What follows belongs to an exercise in optimizing a design on an open flow for small area; a production flow would make more cautious choices.
In this exercise RTL edits were held to simulation tests only and were not proved equivalent to the original.
No activity file was given, so power comes from the tool's default toggle rates.

Setup of run a:
==> flow/design.v (excerpt) <==
module qpu_exec(
  input  clk,
  input  rst_n,
  input  i_valid,
  input  [31:0] i_ir,
  input  [31:0] i_pc,
  input  i_prdt_taken,
  input  [31:0] i_rs1,
  input  [31:0] i_rs2,
  input  [15:0] i_time,
  input  [11:0] i_qmr,
  input  [131:0] i_edata,
  input  [13:0] i_oprand,
  input  [47:0] i_tqgl_pre,
  input  [47:0] i_tqgl_cur,
  input  cmt_ready,
  input  cwbck_ready,
  input  qcwbck_ready,
  input  twbck_ready,
  input  ewbck_ready,
  output [5:0] o_rs1idx,
  output [5:0] o_rs2idx,
  output o_rs1en,
  output o_rs2en,
  output o_rs1x0,
  output o_rs2x0,
  output o_tqg,
  output o_bxx,
  output [31:0] o_bjp_imm,
  output o_ready,
  output cmt_valid,
  output [31:0] cmt_pc,
  output [31:0] cmt_imm,
  output cmt_bjp,
  output cmt_bjp_prdt,
  output cmt_bjp_rslv,
  output cwbck_valid,
  output [31:0] cwbck_data,
  output [5:0] cwbck_rdidx,
  output qcwbck_valid,
  output [31:0] qcwbck_data,
  output [5:0] qcwbck_rdidx,
  output twbck_valid,
  output [15:0] twbck_data,
  output ewbck_valid,
  output [131:0] ewbck_data,
  output [13:0] ewbck_oprand,
  output [47:0] ewbck_tqgl
  );
  wire [31:0] ir = i_ir;
  wire [4:0]  n_opc    = ir[4:0];
  wire [2:0]  n_f3     = ir[31:29];
  wire        n_q      = ir[0];
  wire        n_branch = (n_opc == 5'b11000);
  wire        n_opimm  = (n_opc == 5'b00010);
  wire        n_op     = (n_opc == 5'b01010);
  wire        n_qwait  = (n_opc == 5'b10010);
  wire        n_fmr    = (n_opc == 5'b11010);
  wire        n_smis   = (n_opc == 5'b00110);
  wire        n_meas   = &ir[9:1];            
  wire        n_pinz   = |n_f3;               
  wire n_arith = n_op | n_opimm;
  wire n_xor   = n_arith & (n_f3 == 3'd1);
  wire n_or    = n_arith & (n_f3 == 3'd2);
  wire n_and   = n_arith & (n_f3 == 3'd3);
  wire n_sub   = (n_op & (n_f3 == 3'd4)) | n_branch;
  wire [31:0] n_i_imm = {{18{ir[28]}}, ir[28:15]};
  wire [31:0] n_m_imm = {{10{ir[31]}}, ir[31:24], ir[14:10], ir[23:15]};
  wire [31:0] n_w_imm = {{5{ir[31]}}, ir[31:29], ir[9:5], ir[28:24], ir[14:10], ir[23:15]};
  wire n_imm   = n_opimm | n_smis | n_qwait;
  wire n_mw    = n_smis | n_qwait;
  wire n_time  = n_qwait | n_q;
  wire s_rs1   = ~(n_smis | n_time | n_fmr);
  wire s_rs1h  = ~(n_smis | n_fmr | n_q);
  ...
Size in the first run: ~1,400 cells after synthesis, roughly 820 I/O pins, about 0.012 mm2 of cells after synthesis.
clock: 12.0 ns
lec_check: 0
cap_margin: 20
core_area: 5 5 285 285
die_area: 0 0 290 290
slew_margin: 20
standard.sh (not shown) runs the stock make flow with config.mk's settings and CLKGATE_MAP_FILE= SYNTH_SCRIPT=/design/flow/synth_recipe.tcl, a recipe that flattens the netlist after the stock synthesis.
==> flow/flow/run.sh <==
#!/bin/bash
# The standard layout (standard.sh), with two changes made through the
# ORFS variables it reads from the environment:
#  - port buffers use the smallest buffer cell (buf_1) instead of the one
#    buffer_ports picks by itself;
#  - clock tree: larger sink clusters on clkbuf_16 and no dummy loads.
set -euo pipefail
export BUFFER_PORTS_ARGS="-buffer_cell sky130_fd_sc_hd__buf_1"
export CTS_ARGS="-sink_clustering_enable -repair_clock_nets -dont_use_dummy_load -sink_clustering_size 22 -sink_clustering_max_diameter 150 -buf_list sky130_fd_sc_hd__clkbuf_16"
bash standard.sh > standard.log 2>&1
Run a: PASS, flow complete, no timing, DRC or antenna violations
diff inputs: run a => run b
-- flow/design.v --
<<< run a, line 72
  wire n_time  = n_qwait | n_q;
  wire s_rs1   = ~(n_smis | n_time | n_fmr);
  wire s_rs1h  = ~(n_smis | n_fmr | n_q);
  wire s_rs1u  = ~(n_fmr | n_q);
  wire s_rs2   = ~(n_imm | n_q) & ~n_sub;    
  wire s_rs2n  = n_sub;                       
  wire [47:0] n_tqgl = i_tqgl_cur | (i_tqgl_pre & {48{~n_pinz}});
  wire [31:0] op1;
  assign op1[11:0]  = (i_rs1[11:0] & {12{s_rs1}}) | (i_time[11:0] & {12{n_time}}) | (i_qmr & {12{n_fmr}});
  assign op1[15:12] = (i_rs1[15:12] & {4{s_rs1}}) | (i_time[15:12] & {4{n_time}});
  assign op1[21:16] = (i_rs1[21:16] & {6{s_rs1h}}) | (n_tqgl[5:0] & {6{n_q}});
  assign op1[31:22] = (i_rs1[31:22] & {10{s_rs1u}}) | (n_tqgl[15:6] & {10{n_q}});
  wire [31:0] op2;
  assign op2[2:0]   = (i_rs2[2:0] & {3{s_rs2}}) | (~i_rs2[2:0] & {3{s_rs2n}}) | (ir[17:15] & {3{n_imm}}) | (ir[31:29] & {3{n_q}});
  assign op2[8:3]   = (i_rs2[8:3] & {6{s_rs2}}) | (~i_rs2[8:3] & {6{s_rs2n}}) | (ir[23:18] & {6{n_imm}});
  assign op2[13:9]  = (i_rs2[13:9] & {5{s_rs2}}) | (~i_rs2[13:9] & {5{s_rs2n}}) | (ir[28:24] & {5{n_opimm}}) | (ir[14:10] & {5{n_mw}});
  assign op2[15:14] = (i_rs2[15:14] & {2{s_rs2}}) | (~i_rs2[15:14] & {2{s_rs2n}}) | ({2{ir[28] & n_opimm}}) | (ir[25:24] & {2{n_mw}});
  assign op2[21:16] = (i_rs2[21:16] & {6{s_rs2}}) | (~i_rs2[21:16] & {6{s_rs2n}}) | ({6{ir[28] & n_opimm}}) | (ir[31:26] & {6{n_mw}});
  assign op2[31:22] = (i_rs2[31:22] & {10{s_rs2}}) | (~i_rs2[31:22] & {10{s_rs2n}}) | ({10{ir[28] & n_opimm}});
  localparam BS = 4;
  localparam NB = 32 / BS;
  wire        n_chain = ~(n_xor | n_or | n_and);
  wire        n_cout  = n_or | n_and;
  wire [31:0] add_b = op2;             
  wire [31:0] add_ci;
  wire [31:0] add_s0;
>>> run b, line 72
  wire n_time  = n_qwait | n_q;
  wire s_rs1   = ~(n_smis | n_time | n_fmr);
  wire s_rs1h  = ~(n_smis | n_fmr);
  wire s_rs2   = ~(n_imm | n_q);
  wire [31:0] op1;
  assign op1[11:0]  = (i_rs1[11:0] & {12{s_rs1}}) | (i_time[11:0] & {12{n_time}}) | (i_qmr & {12{n_fmr}});
  assign op1[15:12] = (i_rs1[15:12] & {4{s_rs1}}) | (i_time[15:12] & {4{n_time}});
  assign op1[21:16] = i_rs1[21:16] & {6{s_rs1h}};
  assign op1[31:22] = i_rs1[31:22] & {10{~n_fmr}};
  wire [31:0] op2;
  assign op2[2:0]   = (i_rs2[2:0] & {3{s_rs2}}) | (ir[17:15] & {3{n_imm}}) | (ir[31:29] & {3{n_q}});
  assign op2[8:3]   = (i_rs2[8:3] & {6{s_rs2}}) | (ir[23:18] & {6{n_imm}});
  assign op2[13:9]  = (i_rs2[13:9] & {5{s_rs2}}) | (ir[28:24] & {5{n_opimm}}) | (ir[14:10] & {5{n_mw}});
  assign op2[15:14] = (i_rs2[15:14] & {2{s_rs2}}) | ({2{ir[28] & n_opimm}}) | (ir[25:24] & {2{n_mw}});
  assign op2[21:16] = (i_rs2[21:16] & {6{s_rs2}}) | ({6{ir[28] & n_opimm}}) | (ir[31:26] & {6{n_mw}});
  assign op2[31:22] = (i_rs2[31:22] & {10{s_rs2}}) | ({10{ir[28] & n_opimm}});
  localparam BS = 4;
  localparam NB = 32 / BS;
  wire        n_chain = ~(n_xor | n_or | n_and);
  wire        n_cout  = n_or | n_and;
  wire [31:0] add_b = op2 ^ {32{n_sub}};
  wire [31:0] add_ci;
  wire [31:0] add_s0;
<<< run a, line 115
        assign add_inc[gc] = 1'b0;
      end else if (gc % BS == 0) begin : g_incfirst
        assign add_inc[gc] = blk_c[gc/BS] & n_chain & ~(n_q & (gc >= 16));
      end else begin : g_incnext
        assign add_inc[gc] = add_inc[gc-1] & add_s0[gc-1];
>>> run b, line 112
        assign add_inc[gc] = 1'b0;
      end else if (gc % BS == 0) begin : g_incfirst
        assign add_inc[gc] = blk_c[gc/BS] & n_chain;
      end else begin : g_incnext
        assign add_inc[gc] = add_inc[gc-1] & add_s0[gc-1];
<<< run a, line 144
    end
  endgenerate
  reg         r_valid;
  reg  [31:1] r_ir_hi;
>>> run b, line 141
    end
  endgenerate
  wire [47:0] n_tqgl = i_tqgl_cur | (i_tqgl_pre & {48{~n_pinz}});
  reg         r_valid;
  reg  [31:1] r_ir_hi;
<<< run a, line 186
  reg  [31:0]  r_tqgl_n;
  always @(posedge clk) begin
    r_res_n[31:16] <= ~res[31:16];
    r_res_n[15:1]  <= ~res[15:1];
    r_res_n[0]     <= ~(n_branch ? n_cmp : res[0]);
>>> run b, line 184
  reg  [31:0]  r_tqgl_n;
  always @(posedge clk) begin
    r_res_n[31:16] <= ~(n_q ? n_tqgl[15:0] : res[31:16]);
    r_res_n[15:1]  <= ~res[15:1];
    r_res_n[0]     <= ~(n_branch ? n_cmp : res[0]);
==> comparison <==
Looking at cell count after synthesis, run b sits about 7% above run a. Run b ends up with a clock-buffer cell count that is 1 higher than in run a. [compare] base=run a new=run b: starting density of the core higher; maximum number of pins on one net before global-route repair lower; synthesized area higher. Diff run a -> run b | share of power burned in combinational logic | increase of 0.8 points. The net switching power figure of run b was superior to that of run a. Compared with run a, run b shows power consumed by combinational cells that has gone up by a few percent. Required time reported for the critical path endpoint of run a is on par with run b. Average wire per cell in the routed design: run b lower than run a. Count of buffer and inverter cells on the critical path was lower in run b than in run a.

-- re-timing with driven ports --
The flow's constraints put no driver on any port. The routed layouts listed below were extracted and timed again, unchanged, in two steps.
Step 1 assumes that a clkbuf_16 drives the clock port and a buf_2 every other input.
Step 2, shift: input delay + t, output delay - t, t = (earliest + latest rising clock arrival at the registers) / 2. This alone moves slack from input paths to output paths.
Slacks: ideal ports / drivers / drivers and shift; pairs: ideal ports / drivers.
run	shift t [ns]	slack for setup (ns)	hold WS [ns]	worst setup path after step 2	worst data-port slew with drivers (ns)
run a	0.579	2.453 / 2.475 / 1.896	1.788 / 1.759 / 2.338	input to register	0.17
run b	0.582	2.196 / 2.215 / 1.634	1.763 / 1.743 / 2.324	input to register	0.14
After both steps setup and hold are still met in every run listed. The setup slack of run b, which loses most, moves by +0.019 ns with the drivers and by -0.562 ns with both steps.
